Context: an optimization exercise on an open-source flow, tuned for small area. The choices shown serve that exercise and are no tape-out recipe. Only simulation tests tie the RTL to the original design; equivalence was not proved.

## run 1
==> flow/design.v (excerpt) <==
module cnn_top (
    input clk,
    input rst_n,
    input mode_i,
    input mem_ram_dest_i,
    input [12:0] mem_ram_adr_i,
    input [4:0] mem_ram_adr_offset_i,
    input mem_ram_data_en_i,
    input [11:0] mem_ram_data_i,
    input ecg_ready_i,
    output ecg_predict_en_o,
    input signed [11:0] ecg_data_i,
    output [1:0] ecg_predict_label_o,
    output [23:0] ecg_predict_score_o
);
clock: 20.0 ns
lec_check: 0
abc_area: 1
cap_margin: 20
core_margin: 2
core_utilization: 55
cts_cluster_diameter: 90
cts_cluster_size: 28
place_density: 0.7
slew_margin: 20
run.sh (not shown) runs the stock make flow with config.mk's settings and CLKGATE_MAP_FILE= SYNTH_SCRIPT=/design/flow/synth_recipe.tcl, a recipe that flattens the netlist after the stock synthesis.
Run 1: all stages done; final checks FAILED (antenna rules).
Edits applied to the flow inputs when going from run 1 to run 2:
--- a/flow/design.v
+++ b/flow/design.v
@@ -1427,45 +1427,42 @@
         if ((k % 2 == 0) && fwr && (ftgt == k))
             fring[k*12 +: 12] <= mem_ram_data_i;
         else
             fring[k*12 +: 12] <= fring[((k+1)%4)*12 +: 12];
 end
 wire [11:0] fcw_now = fring[11:0];
 reg run, fcrun;             
 wire mac_free = ~run & ~fcrun;
-reg [11:0] dt [0:15];       
+reg [11:0] dt [0:15];
 reg [2:0]  dvc [0:3];       
 reg [3:0]  dcnt;            
 reg        dbusy;           
 reg [2:0]  des;             
 reg [11:0] sq [0:2];
 reg [1:0]  sq_wr, sq_rd;
 reg [1:0]  sq_n;
 wire din_en = ecg_ready_i & ~mode_i;
-wire sq_pop = ~dbusy & (sq_n != 2'd0);
-wire deval = dbusy & mac_free;          
+wire sq_pop = ~dbusy & (sq_n != 2'd0) & (ph[1:0] == 2'd3);    
+wire [1:0] dln = (des == 3'd4) ? 2'd3 : des[1:0];                
+wire deval = dbusy & mac_free & (ph[1:0] == dln);   
 wire [11:0] dy;                         
 wire [3:0] dev;
 assign dev[0] = sq_pop;
 assign dev[1] = deval & (des == 3'd0);
 assign dev[2] = deval & (des == 3'd1);
 assign dev[3] = deval & (des == 3'd2);
 wire a_out_en = deval & (des == 3'd3);
 wire d_out_en = deval & (des == 3'd4);
 always @(posedge clk) begin
     if (din_en)
         sq[sq_wr] <= ecg_data_i;
-    for (k = 0; k < 4; k = k + 1)
-        if (dev[k]) begin
-            dt[4*k+3] <= dt[4*k+2];
-            dt[4*k+2] <= dt[4*k+1];
-            dt[4*k+1] <= dt[4*k+0];
-            dt[4*k+0] <= (k == 0) ? sq[sq_rd] : dy;
-        end
+    for (k = 0; k < 16; k = k + 1)
+        dt[k] <= (k == 0 && dev != 4'd0) ? (dev[0] ? sq[sq_rd] : dy) :
+                 (k < 4 && dev != 4'd0) ? dt[k+3] : dt[(k+4)%16];
 end
 always @(posedge clk or negedge rst_n) begin
     if (!rst_n) begin
         for (k = 0; k < 4; k = k + 1)
             dvc[k] <= 3'd0;
         dcnt  <= 4'b0010;
         dbusy <= 1'b0;
         des   <= 3'd0;
@@ -1566,17 +1563,16 @@
 wire cbadd = run & ((ph == 7'd0) | (ph == 7'd2) | (ph == 7'd4) | (ph == 7'd6) | (ph == 7'd8) | (ph == 7'd13) |
                     (ph == 7'd17) | (ph == 7'd21) | (ph == 7'd25) | (ph == 7'd30) | (ph == 7'd35) | (ph == 7'd39) |
                     (ph == 7'd42) | (ph == 7'd47));
 wire [11:0] bterm = fcrun ? (((ph[1:0] == 2'd1) | (ph[1:0] == 2'd2)) ? fcb_now : 12'd0) : (cbadd ? cbias : 12'd0);
 reg [11:0] xl [0:4];
 wire [11:0] fcx = ph[0] ? f5[3] : ((c5 == 2'd3) ? f5[2] : 12'd0);
 wire l4 = ~l1 & ~l2 & ~l3;
 reg [13:0] xs;
-wire [1:0] dline = (des == 3'd4) ? 2'd3 : des[1:0];
 always @(*) begin
     xs[0] = run & l1 & ~ph[0];
     xs[1] = run & l1 &  ph[0];
     for (k = 0; k < 4; k = k + 1) begin
         xs[2+k]  = run & l2 & (ph[1:0] == k);
         xs[6+k]  = run & l3 & (ph[1:0] == k);
         xs[10+k] = run & l4 & (ph[1:0] == k);
     end
@@ -1591,19 +1587,18 @@
 end
 wire [2:0] csel = l1 ? c1 : l2 ? c2 : l3 ? c3 : c4;
 always @(*) begin
     for (e = 0; e < 5; e = e + 1) begin
         if (e == 0)
             xl[e] = ((csel != 3'd0) ? xe0 : 12'd0) | (fcrun ? fcx : 12'd0);
         else
             xl[e] = (e < csel) ? xq[e-1] : 12'd0;
-        for (k = 0; k < 4; k = k + 1)
-            if (e < 4)
-                xl[e] = xl[e] | (dt[4*k+e] & {12{deval & (dline == k) & (e < dvc[k])}});
+        if (e < 4)
+            xl[e] = xl[e] | (dt[e] & {12{deval & (e < dvc[dln])}});
     end
 end
 wire [11:0] w4 = fcrun ? fcw_now : wword[48 +: 12];
 wire dhp = (des == 3'd4);
 wire [11:0] mw0 = ~deval ? w4              : dhp ? -12'sd124 : -12'sd33;
 wire [11:0] mw1 = ~deval ? wword[36 +: 12] : dhp ?  12'sd214 :  12'sd57;
 wire [11:0] mw2 = ~deval ? wword[24 +: 12] : dhp ? -12'sd57  :  12'sd214;
 wire [11:0] mw3 = ~deval ? wword[12 +: 12] : dhp ? -12'sd33  :  12'sd124;
[summary]
Run 2 vs. run 1: number of cells after detailed placement decreased by 128 relative to the old numbers; setup slack after placement decreased by 0.15 ns relative to the old numbers. Run 2: met1 routed wirelength after detailed routing lower than run 1. Out of run 1 and run 2, the only run to close with the timing, DRC and antenna checks passing was run 2. For run 1, the busiest layer in global routing was met1, unlike run 2, where it was met2. The run showing the smaller synthesized area is run 2. Compared with run 1, maximum frequency in run 2 increased slightly. From run 1 to run 2 the numbers moved as follows: placed wire-length estimate shows a reduction of 21 mm. In the tables for run 1 and run 2, share of the clock period used by the worst path after layout reads higher with run 1. For number of inserted filler cells in the final layout, run 2 and run 1 come out practically identical. Changes observed in run 2 relative to run 1: die footprint decreased 3500 um2; multi-input combinational area share increased 0.52 points; number of gates on the worst path with buffers counted increased 6.

what the ideal ports hide:
In the flow no input, the clock included, has a driving cell. The finished layouts below were timed again as built, in two steps. Step 1 sets driving cells, clkbuf_16 on the clock port and buf_2 on the other inputs (assumed; they add their load-dependent delay and slew). Step 2 times the ports against the registers' clock, not the clock port: input delays grow and output delays shrink by t, the midpoint of the rising clock arrivals with the driver on. Slacks: ideal / step 1 / step 2; pairs: ideal / step 1.
| run | t, ns | setup slack, ns | hold slack, ns | latest minus earliest clock arrival (ns) |
|---|---|---|---|---|
| run 1 | 0.955 | 2.748 / 2.748 / 2.748 | 0.307 / 0.307 / 0.307 | 0.062 / 0.062 |
| run 2 | 0.964 | 2.941 / 2.941 / 2.941 | 0.276 / 0.276 / 0.276 | 0.075 / 0.075 |
